This is an optimization exercise on Yosys and OpenROAD, whose aim is small area, a short achievable clock period and few clock cycles per item, not a production implementation. Only simulation tests tie the RTL to the original design; equivalence was not proved.

== build 22 ==
Design insertionSort, start of the top module:
module insertionSort #(
    parameter NUM_VALS = 32,
    parameter SIZE_DATA = 16
)(
    input  logic                          i_clk,
    input  logic                          i_rst_n,
    input  logic                          i_start,
    input  logic [NUM_VALS*SIZE_DATA-1:0] i_data,
    output logic                          o_done,
    output logic [NUM_VALS*SIZE_DATA-1:0] o_data
);
Size: roughly 540 flip-flops, ~1000 I/O pins, roughly 0.054 mm2 of cells after synthesis.
==> flow/config.mk <==
export PLATFORM = sky130hd
export DESIGN_NAME = insertionSort
export DESIGN_NICKNAME = insertionSort
export VERILOG_FILES = /design/flow/design.v
export SDC_FILE = /design/flow/constraint.sdc
export NUM_CORES = 8
export LEC_CHECK = 0
export ABC_AREA = 1
export CAP_MARGIN = 20
export CORE_AREA = 2 2 378 378
export CTS_CLUSTER_DIAMETER = 120
export CTS_CLUSTER_SIZE = 20
export DIE_AREA = 0 0 380 380
export SLEW_MARGIN = 20
==> flow/constraint.sdc <==
create_clock -name core_clock -period 10.0 [get_ports {i_clk}]
set_input_delay 2.0000 -clock core_clock [delete_from_list [all_inputs] [get_ports {i_clk}]]
set_output_delay 2.0000 -clock core_clock [all_outputs]
set_load 0.01 [all_outputs]
standard.sh (not shown) runs the stock make flow with config.mk's settings and CLKGATE_MAP_FILE= SYNTH_SCRIPT=/design/flow/synth_recipe.tcl, a recipe that flattens the netlist after the stock synthesis.
==> flow/flow/run.sh <==
#!/bin/bash
# The standard ORFS layout (the standard.sh, standard synthesis unchanged)
# with three changes: the port buffers the standard flow's flow inserts use a small buffer
# cell instead of the delay buffer buffer_ports picks by default; repair aims
# for a setup slack margin of MARGIN ns against the 10 ns clock; and after the
# floorplan the key-array flip-flops get the drive strength in flopcell.txt
# (same cell type, stronger output), before placement.
# ORFS writes each step's log under orfs/logs; the make output goes to
# standard_*.log and the resizing step's output to upsize.log.
set -euo pipefail
MARGIN=$(cat flow/margin.txt)
PORTBUF=$(cat flow/portbuf.txt)
ARGS=("SETUP_SLACK_MARGIN=${MARGIN}" "BUFFER_PORTS_ARGS=-buffer_cell ${PORTBUF}")
bash standard.sh "${ARGS[@]}" floorplan > standard_floorplan.log 2>&1
RES=$(ls -d orfs/results/*/insertionSort/base) FLOPCELL=$(cat flow/flopcell.txt) \
    openroad -no_init -exit flow/upsize.tcl > upsize.log 2>&1
bash standard.sh "${ARGS[@]}" finish > standard_finish.log 2>&1
==> flow/flow/flopcell.txt <==
sky130_fd_sc_hd__dfxtp_4
==> flow/flow/margin.txt <==
6.5
==> flow/flow/portbuf.txt <==
sky130_fd_sc_hd__buf_1
==> flow/flow/upsize.tcl <==
# Give the key-array flip-flops (r_key*) a stronger drive strength of the same
# flip-flop type, in the floorplan database, before placement.
set res $::env(RES)
read_db $res/2_floorplan.odb
set db [ord::get_db]
set to [$db findMaster $::env(FLOPCELL)]
set n 0
foreach inst [[ord::get_db_block] getInsts] {
  if {[[$inst getMaster] getName] eq "sky130_fd_sc_hd__dfxtp_1" && [string match "r_key*" [$inst getName]]} {
    $inst swapMaster $to
    incr n
  }
}
puts "resized $n flip-flops to $::env(FLOPCELL)"
write_db $res/2_floorplan.odb
Build 22 went all the way through synthesis, placement and routing and the layout is clean on timing, DRC and antenna.
Testbench counts of build 22, summed over its fixed seeds: cycles 1,920, sorts 192.
Changes in build 60 relative to build 22:
==> flow/flow/flopcell.txt <==
sky130_fd_sc_hd__dfxtp_2
Notes after the runs:
- Cell area after layout (build 60 vs. build 22) decreases slightly
- [compare] base=build 22 new=build 60: data arrival at the endpoint of the critical path now larger; via count grew by 859.
- Higher critical path depth was reported by build 60, not build 22.
--- input diff build 60..build 86 ---
==> flow/flow/run.sh <==
#!/bin/bash
# The standard ORFS layout (the standard.sh, standard synthesis unchanged)
# with two changes: the port buffers the standard flow's flow inserts use a small buffer
# cell instead of the delay buffer buffer_ports picks by default, and repair
# aims for a setup slack margin of MARGIN ns against the 10 ns clock.
# Each tool's output goes to ORFS's own logs under orfs/logs; the make output
# is kept in standard.log.
set -euo pipefail
MARGIN=$(cat flow/margin.txt)
PORTBUF=$(cat flow/portbuf.txt)
bash standard.sh "SETUP_SLACK_MARGIN=${MARGIN}" \
    "BUFFER_PORTS_ARGS=-buffer_cell ${PORTBUF}" finish > standard.log 2>&1
==> flow/flow/margin.txt <==
6.45
removed: flow/flow/flopcell.txt
removed: flow/flow/upsize.tcl
[summary]
- Largest stage delay on the critical path: build 86 > build 60
- Number of synthesized flops with an enable pin came out exactly the same in build 60 and build 86.
- Cell area | build 86 vs build 60 | build 86 larger
> inputs changed (build 86 -> build 63)
Settings: DIE_AREA changed from 0 0 380 380 to 0 0 400 400; CORE_AREA changed from 2 2 378 378 to 2 2 398 398.
==> flow/flow/margin.txt <==
6.5
Results
As far as number of synthesized register bits goes, build 63 and build 86 are indistinguishable; the numbers are identical.
Of build 63 and build 86, the higher core utilization belongs to build 86.
Build 63 leaves less setup margin than build 86.
Sort build 63 and build 86 by cell count of the worst reg-to-reg path desc -> top: build 86
Going from build 86 to build 63, critical path depth has decreased, met1 routing resource usage after global routing moved down, highest achievable clock rate went down 0.75%.
### build 63 -> build 34
Settings: a change of CORE_AREA from 2 2 398 398 to 2 2 358 358; a change of DIE_AREA from 0 0 400 400 to 0 0 360 360.
==> flow/flow/margin.txt <==
6.3
## What came out
- Build 34 completed every stage of the flow, and the final layout passed the timing, design-rule and antenna checks.
- On cell count: between build 63 and build 34, it ends up higher for build 63.
- Higher filler cell count in the final layout goes to build 63 over build 34.
- Build 34 does worse than build 63 on via count.
- Diff build 63 -> build 34 | final hold slack | decrease of 0.041 ns
- Diff build 63 -> build 34: cell area saw a decrease, area after synthesis shows no meaningful change, part of the cycle the worst path needs went up.
Input-level comparison between build 37 and build 34:
Settings: CORE_AREA: 2 2 358 358 -> 2 2 378 378; DIE_AREA: 0 0 360 360 -> 0 0 380 380; PLACE_DENSITY: unset -> 0.7.
==> flow/flow/margin.txt <==
6.5
Notes after the runs:
Status | build 34 and build 37 | clean. Count of non-CTS buffers in the layout sits higher in build 37 than in build 34. Relative to build 34, maximum fanout count along the critical path has decreased by 1 in build 37. Max largest clock skew in the final design across build 34 and build 37: build 34. In the reports for build 34 and build 37, the smaller first-iteration DRC count belongs to build 37. Height of the die was lower in the run labelled build 34. Clock distribution area overhead in the final layout ended up 0.19 points lower on build 37 than on build 34. From build 37 to build 34, xor-xnor portion of the synthesized cell area did not move at all. Build 37 reports a lower share of cell area taken by multi-input logic gates than build 34 does. Routed length on met1, build 34 and build 37: higher on build 37.

========
Setup of run A:
insertionSort, a different RTL version from the one above (not shown whole).
Size: roughly 6800 cells after synthesis, about 520 flip-flops, about 0.047 mm² of cells after synthesis.
==> flow/design.v (excerpt) <==
module insertionSort #(
    parameter NUM_VALS = 32,
    parameter SIZE_DATA = 16
)(
    input  logic                          i_clk,
    input  logic                          i_rst_n,
    input  logic                          i_start,
    input  logic [NUM_VALS*SIZE_DATA-1:0] i_data,
    output logic                          o_done,
    output logic [NUM_VALS*SIZE_DATA-1:0] o_data
);
Settings: LEC_CHECK=0, CAP_MARGIN=20, CORE_AREA=2 2 318 318, DIE_AREA=0 0 320 320, SLEW_MARGIN=20; clock period 10.0 ns.
==> flow/flow/run.sh <==
#!/bin/bash
# The standard ORFS layout (the standard.sh, standard synthesis unchanged)
# with two changes: the port buffers the standard flow's flow inserts use a small buffer
# cell instead of the delay buffer buffer_ports picks by default, and repair
# aims for a setup slack margin of MARGIN ns against the 10 ns clock.
# Each tool's output goes to ORFS's own logs under orfs/logs; the make output
# is kept in standard.log.
set -euo pipefail
MARGIN=$(cat flow/margin.txt)
PORTBUF=$(cat flow/portbuf.txt)
bash standard.sh "SETUP_SLACK_MARGIN=${MARGIN}" \
    "BUFFER_PORTS_ARGS=-buffer_cell ${PORTBUF}" finish > standard.log 2>&1
==> flow/flow/margin.txt <==
6.0
==> flow/flow/portbuf.txt <==
sky130_fd_sc_hd__buf_2
Testbench counts of run A, summed over its fixed seeds: cycles 1,920, sorts 192.
#### Input delta (run B over run A)
# run A
export LEC_CHECK = 0
export CAP_MARGIN = 20
export CORE_AREA = 2 2 318 318
export DIE_AREA = 0 0 320 320
export SLEW_MARGIN = 20
create_clock -name core_clock -period 10.0 [get_ports {i_clk}]
# run B
export LEC_CHECK = 0
export ABC_AREA = 1
export CAP_MARGIN = 20
export CORE_AREA = 2 2 408 408
export CTS_CLUSTER_DIAMETER = 120
export CTS_CLUSTER_SIZE = 20
export DIE_AREA = 0 0 410 410
export SLEW_MARGIN = 20
create_clock -name core_clock -period 10.0 [get_ports {i_clk}]
==> flow/flow/portbuf.txt <==
sky130_fd_sc_hd__buf_1
==> comparison <==
- Of the two values seen for first element of the critical path, r_key[319]$_DFF_P_ was produced by run A and r_cnt[0]$_DFF_PN0_ by run B.
- Sort run B and run A by total buffers and inverters traversed by the critical path asc -> top: run A
- [compare] base=run A new=run B: final-stage net count +3016; net count of the mapped netlist +3195; basic-gate share of the synthesized area counting and, or, nand and nor cells +32 points.
Edits applied to the flow inputs when going from run B to run C:
# run B
export LEC_CHECK = 0
export ABC_AREA = 1
export CAP_MARGIN = 20
export CORE_AREA = 2 2 408 408
export CTS_CLUSTER_DIAMETER = 120
export CTS_CLUSTER_SIZE = 20
export DIE_AREA = 0 0 410 410
export SLEW_MARGIN = 20
create_clock -name core_clock -period 10.0 [get_ports {i_clk}]
# run C
export LEC_CHECK = 0
export ABC_AREA = 0
export CAP_MARGIN = 20
export CORE_AREA = 2 2 408 408
export CTS_CLUSTER_DIAMETER = 120
export CTS_CLUSTER_SIZE = 20
export DIE_AREA = 0 0 410 410
export SLEW_MARGIN = 20
create_clock -name core_clock -period 10.0 [get_ports {i_clk}]
[summary]
Delta (run C minus run B): fraction of layout instances using a drive strength above 1 +8.4 points; complex-gate fraction of the synthesized area shows an increase of 23 points. Relative to run B, final-layout worst hold slack has decreased by 0.036 ns in run C. Highest cell delay on the worst timing path (lower): run C. Run C: starting utilization of the core area is 3.6 points lower than what run B reported. Run B → run C: area after synthesis lost 11%; routed wire length picked up an extra 19000 µm. | ratio of routed vias to standard cells | lower: run B |.
Edits applied to the flow inputs when going from run C to run D:
# run C
export LEC_CHECK = 0
export ABC_AREA = 0
export CAP_MARGIN = 20
export CORE_AREA = 2 2 408 408
export CTS_CLUSTER_DIAMETER = 120
export CTS_CLUSTER_SIZE = 20
export DIE_AREA = 0 0 410 410
export SLEW_MARGIN = 20
create_clock -name core_clock -period 10.0 [get_ports {i_clk}]
# run D
export LEC_CHECK = 0
export CAP_MARGIN = 20
export CORE_AREA = 2 2 318 318
export DIE_AREA = 0 0 320 320
export SLEW_MARGIN = 20
create_clock -name core_clock -period 10.0 [get_ports {i_clk}]
==> flow/flow/margin.txt <==
6.5
==> flow/flow/portbuf.txt <==
sky130_fd_sc_hd__buf_2
--- outcome ---
Run D never completed; the flow aborted with a tool error in global routing.
Of run C and run D, run C shows the higher chip height, with run D below it.
Post-cts sizing count in run D is 1029 higher than in run C
Summary of run D over run C: die span in x lower; number of buffers created by CTS picked up an extra 32.

-- static timing again, ports no longer ideal --
No port has a modelled driver above. Below, the same layouts with a new extraction and two added sets of constraints. Step 1 (the two cells are an assumption about what drives the block):
set clk [get_ports {i_clk}]
set_driving_cell -lib_cell sky130_fd_sc_hd__clkbuf_16 $clk
set_driving_cell -lib_cell sky130_fd_sc_hd__buf_2 [delete_from_list [all_inputs] $clk]
Step 2 adds t to the input delays and takes it off the output delays; t is the mean of the earliest and latest rising clock arrival at the registers after step 1. Input paths then give back, and output paths get back, about the clock's delay inside the block. Three values: ideal ports, drivers, drivers and shift; two values: the first two.
run | t, ns | setup slack, ns | hold WS [ns] | slew at the worst register clock pin (ns) | pins driven straight from the clock port
build 22 | 0.779 | 6.361 / 6.265 / 6.505 | 0.570 / 0.570 / 0.570 | 0.10 / 0.10 | 1
build 60 | 0.762 | 6.444 / 6.357 / 6.444 | 0.540 / 0.540 / 0.540 | 0.10 / 0.10 | 1
build 86 | 0.764 | 6.382 / 6.312 / 6.382 | 0.551 / 0.551 / 0.551 | 0.11 / 0.11 | 1
build 63 | 0.760 | 6.355 / 6.355 / 6.355 | 0.563 / 0.563 / 0.563 | 0.10 / 0.10 | 1
build 34 | 0.780 | 6.205 / 6.110 / 6.252 | 0.522 / 0.522 / 0.522 | 0.11 / 0.11 | 1
build 37 | 0.761 | 6.452 / 6.354 / 6.458 | 0.563 / 0.563 / 0.563 | 0.10 / 0.10 | 1
run A | 0.769 | 5.772 / 5.685 / 5.828 | 0.578 / 0.578 / 0.578 | 0.07 / 0.07 | 1
run B | 0.764 | 5.905 / 5.886 / 5.905 | 0.616 / 0.616 / 0.616 | 0.11 / 0.11 | 1
run C | 0.723 | 5.896 / 5.896 / 5.896 | 0.579 / 0.579 / 0.579 | 0.11 / 0.11 | 1
After both steps setup and hold are still met in every run listed.
